From an optimization exercise on the open Yosys and OpenROAD flow, aimed at small area; shortcuts taken in it are not production practice. In this exercise RTL edits were held to simulation tests only and were not proved equivalent to the original.

## sin_gen
module sin_gen #(
  parameter phase_width     = 9,
  parameter data_width      = 16,
  parameter sampling_f      = 4535,    
  parameter clock_cnt_width = 13
)(
  input                        clk,         
  input                        rst,         
  input      [phase_width-1:0] phase_incr,  
  output     [phase_width-1:0] phase_out,
  output     [data_width-1:0]  signal_out,
  output                       fs_out       
);
  reg  [8:0]  phase_cnt;    
  reg  [8:0]  ph_d;         
  reg  [11:0] c;            
  reg         clock_out;    
  wire term = (c & 12'h27f) == 12'h07f;    
  wire fb   = ~(c[11] ^ c[10]);
  always @(posedge clk) begin
    if (rst) begin
      phase_cnt <= 9'd0;
      ph_d      <= 9'd0;
      c         <= 12'h0e5;
      clock_out <= 1'b1;
    end else begin
      ph_d <= phase_cnt;
      if (term) begin
        c         <= clock_out ? 12'h072 : 12'h0e5;
        clock_out <= ~clock_out;
        if (!clock_out)
          phase_cnt <= phase_cnt + phase_incr;
      end else begin
  ...
Size: about 31 flip-flops, about 37 I/O pins, ~2800 µm² of cells after synthesis.
==> flow/config.mk <==
export PLATFORM = sky130hd
export DESIGN_NAME = sin_gen
export DESIGN_NICKNAME = sin_gen
export VERILOG_FILES = /design/flow/design.v
export SDC_FILE = /design/flow/constraint.sdc
export NUM_CORES = 4
export LEC_CHECK = 0
export ABC_AREA = 1
export CAP_MARGIN = 20
export CELL_PAD_IN_SITES_DETAIL_PLACEMENT = 1
export CELL_PAD_IN_SITES_GLOBAL_PLACEMENT = 2
export CORE_MARGIN = 2
export CORE_UTILIZATION = 40
export GPL_TIMING_DRIVEN = 1
export SLEW_MARGIN = 20
export SYNTH_MEMORY_MAX_BITS = 16384
==> flow/constraint.sdc <==
create_clock -name core_clock -period 10.0 [get_ports {clk}]
set_input_delay 2.0000 -clock core_clock [delete_from_list [all_inputs] [get_ports {clk}]]
set_output_delay 2.0000 -clock core_clock [all_outputs]
set_load 0.01 [all_outputs]
standard.sh (not shown) runs the stock make flow with config.mk's settings and CLKGATE_MAP_FILE= SYNTH_SCRIPT=/design/flow/synth_recipe.tcl, a recipe that flattens the netlist after the stock synthesis.
==> flow/flow/run.sh <==
#!/bin/bash
set -euo pipefail
W=$PWD
mkdir -p "$W/myscripts"
cp -r "$FLOW_HOME/scripts/." "$W/myscripts/"
cp "$W/flow/abc_area.script" "$W/myscripts/abc_area.script"
bash standard.sh "SCRIPTS_DIR=$W/myscripts" "ADDER_MAP_FILE=" synth > "$W/synth.log" 2>&1
bash standard.sh "BUFFER_PORTS_ARGS=-buffer_cell sky130_fd_sc_hd__buf_1" \
  "CTS_ARGS=-sink_clustering_enable -sink_clustering_size 32 -sink_clustering_max_diameter 500 -repair_clock_nets -buf_list {sky130_fd_sc_hd__clkbuf_4 sky130_fd_sc_hd__clkbuf_8} -dont_use_dummy_load" \
  finish > "$W/layout.log" 2>&1
==> flow/flow/abc_area.script <==
strash
&get -n
&dch -f
&nf -R 1000
&put
topo
==> next run, changes <==
--- a/flow/flow/run.sh
+++ b/flow/flow/run.sh
@@ -9 +9 @@
-  "CTS_ARGS=-sink_clustering_enable -sink_clustering_size 32 -sink_clustering_max_diameter 500 -repair_clock_nets -buf_list {sky130_fd_sc_hd__clkbuf_4 sky130_fd_sc_hd__clkbuf_8} -dont_use_dummy_load" \
+  "CTS_ARGS=-sink_clustering_enable -repair_clock_nets -buf_list sky130_fd_sc_hd__clkbuf_4 -dont_use_dummy_load" \
- CELL_PAD_IN_SITES_DETAIL_PLACEMENT: 1 -> 2
- CELL_PAD_IN_SITES_GLOBAL_PLACEMENT: 2 -> 4
- CORE_UTILIZATION: 40 -> 60
- GPL_TIMING_DRIVEN: 1 -> 0
- PLACE_DENSITY: default -> 0.75
After rerunning: The new run did not get past global placement without I/O (GPL-0301); synthesized area does not change; synthesized cell count does not change.
==> next run, changes <==
- CAP_MARGIN: 20 -> 10
- CORE_UTILIZATION: 60 -> 30
- GPL_TIMING_DRIVEN: 0 -> default
- PLACE_DENSITY: 0.75 -> default
- SLEW_MARGIN: 20 -> 10
With this change the flow completed with no timing, DRC or antenna violations.
Synthesized area is unchanged.
Synthesized cell count does not change.
==> next run, changes <==
- CAP_MARGIN: 10 -> 20
- CELL_PAD_IN_SITES_DETAIL_PLACEMENT: 2 -> 0
- CELL_PAD_IN_SITES_GLOBAL_PLACEMENT: 4 -> 1
- CORE_UTILIZATION: 30 -> 50
- GPL_TIMING_DRIVEN: default -> 1
- SLEW_MARGIN: 10 -> 20
=>
- sequential cell count stays the same
- fmax rises by 2.7%
- non-clock buffer count falls by 3
- wire length falls by 25%
- count of clock-buffer cells in the layout stays the same
- setup slack improves by 0.20 ns
- synthesized cell count stays the same

## build 5
sin_gen again, from the RTL that the note above started with.
Settings: LEC_CHECK=0, ABC_AREA=1, CAP_MARGIN=20, CELL_PAD_IN_SITES_DETAIL_PLACEMENT=2, CELL_PAD_IN_SITES_GLOBAL_PLACEMENT=4, CORE_MARGIN=2, CORE_UTILIZATION=30, SLEW_MARGIN=20, SYNTH_MEMORY_MAX_BITS=16384; clock period 10.0 ns.
run.sh (not shown) runs the stock make flow with config.mk's settings and CLKGATE_MAP_FILE= SYNTH_SCRIPT=/design/flow/synth_recipe.tcl, a recipe that flattens the netlist after the stock synthesis.
Stock flow here: none of the scripts above is used.
Build 5 reached the final stage; the timing, design-rule and antenna checks on its layout passed.
What build 28 does differently from build 5 at the input level:
Settings: setting GPL_TIMING_DRIVEN to 1 for the first time; changing CORE_UTILIZATION from 30 to 40; changing CELL_PAD_IN_SITES_GLOBAL_PLACEMENT from 4 to 2; changing CELL_PAD_IN_SITES_DETAIL_PLACEMENT from 2 to 1.
==> flow/flow/run.sh (new file) <==
#!/bin/bash
set -euo pipefail
W=$PWD
mkdir -p "$W/myscripts"
cp -r "$FLOW_HOME/scripts/." "$W/myscripts/"
cp "$W/flow/abc_area.script" "$W/myscripts/abc_area.script"
bash standard.sh "SCRIPTS_DIR=$W/myscripts" "ADDER_MAP_FILE=" synth > "$W/synth.log" 2>&1
bash standard.sh "BUFFER_PORTS_ARGS=-buffer_cell sky130_fd_sc_hd__buf_1" \
  "CTS_ARGS=-repair_clock_nets -buf_list sky130_fd_sc_hd__clkbuf_8 -dont_use_dummy_load" \
  finish > "$W/layout.log" 2>&1
==> flow/flow/abc_area.script (new file) <==
strash
&get -n
&dch -f
&nf -R 1000
&put
topo
==> flow/standard.sh (new file) <==
#!/bin/bash
# synth_recipe.tcl (not shown) runs the flow's synth.tcl, then flattens the netlist and writes it again
# the make line also repeats each setting of config.mk as NAME=value (left out here)
make -C /OpenROAD-flow-scripts/flow DESIGN_CONFIG=/design/flow/config.mk WORK_HOME=/design/flow/orfs CLKGATE_MAP_FILE= SYNTH_SCRIPT=/design/flow/synth_recipe.tcl "${@:-finish}"
removed: flow/run.sh
## What came out
Build 28 against build 5; first-iteration DRC count is up by more than half. Build 28 gives less post-route worst setup slack than build 5 did. Post-route worst hold slack is lower on build 5. Taking build 5 as the reference, in build 28 number of cells produced by synthesis went down 35%, clock-buffer cell count went down by 1, core utilization has increased.
Edits applied to the flow inputs when going from build 28 to build 26:
Settings: CELL_PAD_IN_SITES_DETAIL_PLACEMENT: 1 -> 2; PLACE_DENSITY: unset -> 0.75; CORE_UTILIZATION: 40 -> 60; CELL_PAD_IN_SITES_GLOBAL_PLACEMENT: 2 -> 4.
==> flow/flow/run.sh <==
#!/bin/bash
set -euo pipefail
W=$PWD
mkdir -p "$W/myscripts"
cp -r "$FLOW_HOME/scripts/." "$W/myscripts/"
cp "$W/flow/abc_area.script" "$W/myscripts/abc_area.script"
bash standard.sh "SCRIPTS_DIR=$W/myscripts" "ADDER_MAP_FILE=" synth > "$W/synth.log" 2>&1
bash standard.sh "BUFFER_PORTS_ARGS=-buffer_cell sky130_fd_sc_hd__buf_1" \
  "CTS_ARGS=-sink_clustering_enable -repair_clock_nets -buf_list sky130_fd_sc_hd__clkbuf_4 -dont_use_dummy_load" \
  finish > "$W/layout.log" 2>&1
Results
Build 26 got as far as 3_1_place_gp_skip_io, where a tool error ended the run. Build 26 vs build 28: width of the die down. Build 26 against build 28; number of rows created at floorplan is down by more than 10%. Starting density of the core was lower in the run labelled build 28. From build 26 to build 28, area of the mapped netlist did not move at all. The mean post-synth cell area of build 26 and that of build 28 are within noise of each other.
> inputs changed (build 26 -> build 63)
Settings: changing CAP_MARGIN from 20 to 0; changing CORE_UTILIZATION from 60 to 30; removing GPL_TIMING_DRIVEN (formerly 1); removing PLACE_DENSITY (formerly 0.75); changing SLEW_MARGIN from 20 to 0.
## What came out
Every stage of the flow completed for build 63, and the final layout passed the timing, design-rule and antenna checks. Diff build 26..build 63 | register bit total from synthesis | unchanged. Looking at height of the chip, build 63 sits about 40% higher than build 26 does. As far as simple-gate area share of the yosys netlist goes, build 63 and build 26 are indistinguishable; the numbers are identical. Delta (build 63 minus build 26): placement row count went up by 11, distinct cell type count after synthesis now sits at about the same level. Build 63 and build 26 ended up with nearly the same gate count of the mapped netlist.

-- what the ideal ports hide --
No port has a modelled driver above. Below, the same layouts with a new extraction and two added sets of constraints. Step 1 sets driving cells, clkbuf_16 on the clock port and buf_2 on the other inputs (assumed; they add their load-dependent delay and slew). Step 2 adds t to the input delays and takes it off the output delays; t is the mean of the earliest and latest rising clock arrival at the registers after step 1. Input paths then give back, and output paths get back, about the clock's delay inside the block. Three values: no drivers, after step 1, after step 2; two values: the first two.
| run | shift t [ns] | setup WS [ns] | worst setup path at the end | pins driven straight from the clock port |
|---|---|---|---|---|
| the first run of note 1 | 0.294 | 2.272 / 2.246 / 2.540 | register to output | 1 |
| the third run of note 1 | 0.338 | 2.386 / 2.361 / 2.698 | register to output | 1 |
| the fourth run of note 1 | 0.339 | 2.586 / 2.561 / 2.899 | register to output | 1 |
| build 5 | 0.310 | 3.335 / 3.300 / 3.610 | register to output | 1 |
| build 28 | 0.294 | 2.272 / 2.246 / 2.540 | register to output | 1 |
| build 63 | 0.338 | 2.386 / 2.361 / 2.698 | register to output | 1 |
After both steps setup and hold are still met in every run listed.
